This is an optimization exercise on Yosys and OpenROAD, whose aim is small area and a short achievable clock period, not a production implementation. Where RTL was checked, it was by simulation tests only, not by an equivalence proof against the original. The RTL of run 2 was laid out without a check of its function.

==> flow/design.v (outline; a module is shown in full before it is edited, if it fits) <==
// module alu: 58 lines
// module rdiv: 45 lines
// module alu_ctrl: 67 lines
// module comparison_control: 17 lines
// module comparison_unit: 25 lines
// module control_unit: 227 lines
// module hazard_detection: 32 lines
// module Forwarding_EXE: 38 lines
// module complex_forwarding_EXE: 100 lines
// module regfile: 37 lines
// module cache: 123 lines
// module IFStage: 20 lines
// module IF2ID: 34 lines
// module IDStage: 219 lines
// module ID2EXE: 148 lines
// module EXEStage: 148 lines
// module EXE2MEM: 107 lines
// module MEMStage: 41 lines
// module MEM2WB: 90 lines
// module WBStage: 78 lines
// module mips_core: 511 lines
module mips_core(
    inst_addr,
    inst,
    mem_addr,
    mem_data_out,
    mem_data_in,
    mem_write_en,
    halted,
    clk,
    rst_b
);
  // ...
==> flow/run.sh <==
#!/bin/bash
# synth_recipe.tcl (not shown) runs the flow's synth.tcl, then flattens the netlist and writes it again
# the make line also repeats each setting of config.mk as NAME=value (left out here)
make -C /OpenROAD-flow-scripts/flow DESIGN_CONFIG=/design/flow/config.mk WORK_HOME=/design/flow/orfs CLKGATE_MAP_FILE= SYNTH_SCRIPT=/design/flow/synth_recipe.tcl finish
==> flow/config.mk <==
export PLATFORM = sky130hd
export DESIGN_NAME = mips_core
export DESIGN_NICKNAME = mips_core
export VERILOG_FILES = /design/flow/design.v
export SDC_FILE = /design/flow/constraint.sdc
export NUM_CORES = 4
export LEC_CHECK = 0
export CAP_MARGIN = 20
export CORE_MARGIN = 2
export CORE_UTILIZATION = 40
export PLACE_DENSITY = 0.6
export SLEW_MARGIN = 20
==> flow/constraint.sdc <==
create_clock -name core_clock -period 92.0 [get_ports {clk}]
set_input_delay 18.4000 -clock core_clock [delete_from_list [all_inputs] [get_ports {clk}]]
set_output_delay 18.4000 -clock core_clock [all_outputs]
set_load 0.01 [all_outputs]
==> results.yml, run 1 <==
route:
  antenna_left: 0
  wl_met3_mm: 103
  wl_per_cell_um: 33.2
  vias: 177000
  routed.top_layer: "met5"
  post-route-drc-count: 0
  drt_wl_total_mm: 905
grt:
  grt.busiest_layer: "met2"
  grt_pass1_wl_mm: 1270
  track_usage_pct: 37.4
  grt_use_met3_pct: 11.4
finish:
  layout_commonest_cell: "dfrtp_1"
setup_path:
  rr_worst_depth: 281
  r2r_setup_slack_ns: 20.17
  cp.depth: 281
synth:
  syn_nets: 22700
  ys_seq_area_share_pct: 35.3
  yosysUniqueCellTypes: 128
  synth_edf_count: 0
  synth-main-ff-cell: "dfrtp_1"
place:
  place.gp.congestion: 1.06
  pre_cts_ws_ns: 22.05
die:
  io_pins: 164
  rows: 249
  n_tap_cell: 6149
run_status:
  outcome: "timing/DRC/antenna clean"
clock_tree:
  cts-root-buf: "clkbuf_16"
min_path:
  hold_start: "exe2mem.rt_data[14]$_DFF_PN0_"
==> module alu, before the edit <==
module alu (
    data1,
    data2,
    data3,
    data4,
    shift_amount,
    alu_select,
    result,
    result2
);
    input [31:0] data1;
    input [31:0] data2;
    input [31:0] data3;
    input [31:0] data4;
    input [4:0] shift_amount;
    input [5:0] alu_select;
    output reg [31:0] result;
    output reg [31:0] result2;
    wire signed [31:0] signed_data1;
    wire signed [31:0] signed_data2;
    wire signed [31:0] signed_data3;
    wire signed [31:0] signed_data4;
    assign signed_data1 = data1;
    assign signed_data2 = data2;
    assign signed_data3 = data3;
    assign signed_data4 = data4;
    wire [31:0] quotient;
    rdiv divider(.a(data1), .b(data2), .q(quotient));
    always @(*) begin
        result = 0;
        result2 = 0;
        case(alu_select)
            6'b000000 : result = data1 ^ data2;                        
            6'b000001 : result = data1 | data2;                        
            6'b000010 : result = ~(data1 | data2);                      
            6'b000011 : result = data1 & data2;                        
            6'b000100 : result = signed_data1 + signed_data2;          
            6'b000101 : result = signed_data1 - signed_data2;          
            6'b000110 : result = data2 + data1;                        
            6'b000111 : result = data1 - data2;                        
            6'b001000 : result = signed_data1 * signed_data2;          
            6'b001001 : result = quotient;                          
            6'b001010 : result = data2 << shift_amount;                
            6'b001011 : result = data2 << data1;                       
            6'b001100 : result = data2 >> shift_amount;                
            6'b001101 : result = data2 >> data1;                       
            6'b001110 : result = signed_data2 >>> shift_amount;                      
            6'b001111 : result = {31'b0, signed_data1 < signed_data2};                        
            6'b010000 : result = 1;                                    
            6'b010001 : result = 1;                                    
            6'b010010 : result = {31'b0, signed_data1 < signed_data2};                    
            6'b010011 : result = data2 << 16;                        
            6'b010100 : result = 32'b0;                                  
            6'b010101 : result = data1;                              
            default: ;
        endcase
    end
endmodule
==> run 2, diff against run 1 <==
--- a/flow/design.v
+++ b/flow/design.v
@@ -24,8 +24,6 @@
     assign signed_data2 = data2;
     assign signed_data3 = data3;
     assign signed_data4 = data4;
-    wire [31:0] quotient;
-    rdiv divider(.a(data1), .b(data2), .q(quotient));
     always @(*) begin
         result = 0;
         result2 = 0;
@@ -39,7 +37,14 @@
             6'b000110 : result = data2 + data1;                        
             6'b000111 : result = data1 - data2;                        
             6'b001000 : result = signed_data1 * signed_data2;          
-            6'b001001 : result = quotient;                          
+            6'b001001 : begin                                        
+                if (data2 == 32'b0)
+                    result = 32'b0;
+                else if (data1 == 32'h80000000 && data2 == 32'hffffffff)
+                    result = 32'h80000000;
+                else
+                    result = signed_data1 / signed_data2;
+            end
             6'b001010 : result = data2 << shift_amount;                
             6'b001011 : result = data2 << data1;                       
             6'b001100 : result = data2 >> shift_amount;                
@@ -56,51 +61,6 @@
         endcase
     end
 endmodule
-module rdiv (
-    input  [31:0] a,
-    input  [31:0] b,
-    output [31:0] q
-);
-    wire an = a[31], bn = b[31];
-    wire [31:0] ua = an ? -a : a;
-    wire [31:0] ub = bn ? -b : b;
-    wire [33:0] D1 = {2'b0, ub};
-    wire [33:0] D2 = {1'b0, ub, 1'b0};
-    wire [33:0] D3 = D1 + D2;
-    wire [31:0] uq;
-    genvar j;
-    generate
-        for (j = 15; j >= 0; j = j - 1) begin : st
-            localparam integer WR = 32 - 2 * j;            
-            wire [WR-1:0] R4;
-            wire [WR-1:0] rn;                             
-            if (j == 15) begin : f
-                assign R4 = ua[31:30];
-            end else begin : n
-                assign R4 = {st[j+1].rn, ua[2*j+1:2*j]};
-            end
-            wire f1, f2, f3;
-            if (WR >= 34) begin : wide
-                assign f1 = 1'b1; assign f2 = 1'b1; assign f3 = 1'b1;
-            end else begin : narrow
-                assign f1 = (D1[33:WR] == 0);
-                assign f2 = (D2[33:WR] == 0);
-                assign f3 = (D3[33:WR] == 0);
-            end
-            wire [WR:0] d1 = {1'b0, R4} - {1'b0, D1[WR-1:0]};
-            wire [WR:0] d2 = {1'b0, R4} - {1'b0, D2[WR-1:0]};
-            wire [WR:0] d3 = {1'b0, R4} - {1'b0, D3[WR-1:0]};
-            wire c1 = f1 & ~d1[WR];
-            wire c2 = f2 & ~d2[WR];
-            wire c3 = f3 & ~d3[WR];
-            assign rn = c3 ? d3[WR-1:0] : c2 ? d2[WR-1:0] : c1 ? d1[WR-1:0] : R4;
-            assign uq[2*j+1] = c2;
-            assign uq[2*j] = c3 | (c1 & ~c2);
-        end
-    endgenerate
-    wire bz = (b == 32'b0);
-    assign q = bz ? 32'b0 : (an ^ bn) ? -uq : uq;
-endmodule
 module alu_ctrl (
     funct,
     alu_op,
==> results.yml, run 2 <==
setup_path:
  cp_common_cell: "o21a_1"
  critPathCaptureType: "flop"
  startpoint_type: "flop"
  worstPathMaxFanout: 30
  slowest_delay_ns: 0.71
  path_delay_family: "compound AO/OA/AOI/OAI gates"
  arrival_ns: 87.51
  path_class: "flop to flop"
  crit_buf_inv: 15
  required_ns: 92.77
  cp_slowest_cell: "nor4_1"
  r2r_setup_slack_ns: 5.26
place:
  dp_hpwl_mm: 590
  pre_cts_ws_ns: -0.498
  port_buffers: 163
  place.gp.congestion: 1.10
synth:
  synth_commonest_cells: "dfrtp_1, nand2_1, nor2_1"
  synth-main-ff-cell: "dfrtp_1"
  yosysUniqueCellTypes: 122
  synth.most_common_cell: "dfrtp_1"
  synth_seq_cells: 2607
  synthTopCellsByArea: "dfrtp_1, ha_1, a21oi_1, fa_1, nand2_1"
  syn_nets: 20700
  yosysTopAreaCellShare_pct: 37.9
  syn_area_mm2: 0.172
  ys_warn_count: 23
  synth_edf_count: 0
  synth_largest_area_cell: "dfrtp_1"
  ys_seq_area_share_pct: 37.9
  synthCells: 19400
  avgSynthCellArea_um2: 8.89
  ys_async_sr_fraction_pct: 100
grt:
  grt_pass1_vias: 156000
  grt_max_degree: 182
  track_usage_pct: 39.0
  grt_pass1_wl_mm: 1220
  overflow: 0
  antenna_found_initial: 62
sta:
  fin_ws_ns: 5.26
  finalCritPeriodShare_pct: 94.3
  worst_slew_margin_rel_pct: 9.09
  max_freq_mhz: 11.5
  finalSetupViolCount: 0
  tns_ns: 0
  hold_viol_final: 0
  fin_crit_ns: 86.74
  finClkSkew_ns: 0.0771
  worstMarginPinSlew_ns: 1.35
  finalMaxSlewViolations: 0
clock_tree:
  clkTransAtPathRegs_ns: 0.06
  cts_hold_buf: 0
  tritoncts: "built"
  ctsLongestPathBuffers: 4
  clk_latency_ns: 0.98
  cts-root-buf: "clkbuf_16"
  htreeDepth: 5
  cts.sinks: 2607
  cts_made_buffers: 293
finish:
  syn_to_final_growth_pct: 13.2
  final_cell_mix: "dfrtp_1, nand2_1, nor2_1, a21oi_1, o21ai_0"
  top_regs: "RegisterFile.data x1024, memstage.cache_memory.cache_memory x512, memstage.cache_memory.tag_array x416"
  fin_nets: 20600
  largest_reg_flops: 1024
  layout_commonest_cell: "dfrtp_1"
  top_register: "RegisterFile.data"
  nFillCells: 41300
  seq_area_mm2: 0.0653
  multi_input_area_mm2: 0.101
  final_layout_size_suffix_gt1_share_pct: 13.0
run_status:
  outcome: "timing/DRC/antenna clean"
min_path:
  hp-class: "flop to flop"
die:
  fp.coreArea_mm2: 0.428
  fp.dieW_um: 660
  io_pins: 164
  die_h_um: 660
  rows: 240
  initial_utilization_pct: 40.2
  dieArea_mm2: 0.436
route:
  drtPass1Iterations: 12
  dr.first_iter.drc_count: 22500
  antenna_left: 0
  wl_per_cell_um: 34.6
  post-route-drc-count: 0
  drt_wl_total_mm: 875
  viasPerCell: 6.51
  vias: 165000
run:
  drv_cap: 0
==> run 2: final timing paths <==
path / start / endpoint / cells past startpoint
worst max-delay path: mem2wb.alu_result[1]$_DFF_PN0_ / exe2mem.alu_result[19]$_DFF_PN0_ / 430
worst min-delay path: exe2mem.PC[12]$_DFF_PN0_ / mem2wb.PC[12]$_DFF_PN0_ / 0
worst max register to register: mem2wb.alu_result[1]$_DFF_PN0_ / exe2mem.alu_result[19]$_DFF_PN0_ / 430
worst min register to register: exe2mem.PC[12]$_DFF_PN0_ / mem2wb.PC[12]$_DFF_PN0_ / 0
max in group asynchronous: rst_b / RegisterFile.data[29][28]$_DFFE_PN0P_ / 6
min in group asynchronous: rst_b / memstage.cache_memory.cache_memory[4][25]$_DFFE_PN0P_ / 1
==> run 2: routing by layer <==
metal,vias to the layer above,GRT usage (%),share of wire (%)
met5,-,0.344,0.12
met1,80900,49.2,38
met2,10900,56.5,41
met3,3377,13.0,12
met4,52,26.4,8.6
li1,69400,-,-
==> run 2: through the flow <==
step	hold WS, ns	std cells	util (%)	area (µm²)
after floorplan	0.331	19400	-	172000
after global placement	0.332	24700	42.9	184000
final	0.323	25300	45.6	195000
after detailed placement	0.335	24700	43.0	184000
after global routing	0.334	25200	45.5	195000
after CTS	0.323	25200	45.2	194000
==> run 2: area by class of cell <==
cell class                      instances  area share [%]
Multi-Input combinational cell      14500            51.6
Sequential cell                      2607            33.5
Timing Repair Buffer                 1078            4.54
Clock buffer                          412            4.34
Tap cell                             5687            3.65
Inverter                              868            1.67
Clock inverter                        100           0.635
Antenna cell                           45          0.0578
Timing Repair inverter                  1         0.00257
==> run 2: logic make-up after synthesis <==
| group | Yosys count | synth area share [%] |
|---|---|---|
| flip-flops | 2607 | 37.9 |
| AO/OA/AOI/OAI | 6039 | 22.9 |
| multiplexers | 808 | 5.27 |
| adder cells (fa/ha/maj) | 1255 | 10.9 |
| buffers and inverters | 2303 | 5.11 |
| XOR/XNOR | 649 | 3.30 |
| AND/OR/NAND/NOR | 5715 | 14.7 |
==> run 2: worst register-to-register path, delay by kind of cell (launching register included) <==
kind                       cells  cell delay, ns
DFF                            1            0.54
AOI/OAI and AO/OA            284           54.80
adders and majority gates     32            9.41
buffers and inverters         15            2.60
muxes                          6            1.74
and+or+nand+nor               93           17.47
==> run 2: what timing repair did <==
item	4_1_cts	5_1_grt
endpoints found under the hold margin	0	0
pin swaps	2	43
gates cloned	0	3
resized for setup	5	196
buffers inserted	4	36
setup endpoints to repair	20	32

-- separate check: timing with driven ports --
How much do the figures lean on ideal ports? The routed layouts below were timed once more, with nothing changed but the port constraints.
Step 1 (the two cells are an assumption about what drives the block):
set clk [get_ports {clk}]
set_driving_cell -lib_cell sky130_fd_sc_hd__clkbuf_16 $clk
set_driving_cell -lib_cell sky130_fd_sc_hd__buf_2 [delete_from_list [all_inputs] $clk]
Step 2, shift: input delay + t, output delay - t, t = (earliest + latest rising clock arrival at the registers) / 2. This alone moves slack from input paths to output paths.
a / b / c = no drivers / after step 1 / after step 2; a / b = the first two.
run | t (ns) | setup WS [ns] | clock arrival spread, ns
run 1 | 1.061 | 20.173 / 20.173 / 20.173 | 0.102 / 0.102
run 2 | 1.051 | 5.257 / 5.257 / 5.257 | 0.086 / 0.087
After both steps setup and hold are still met in every run listed.
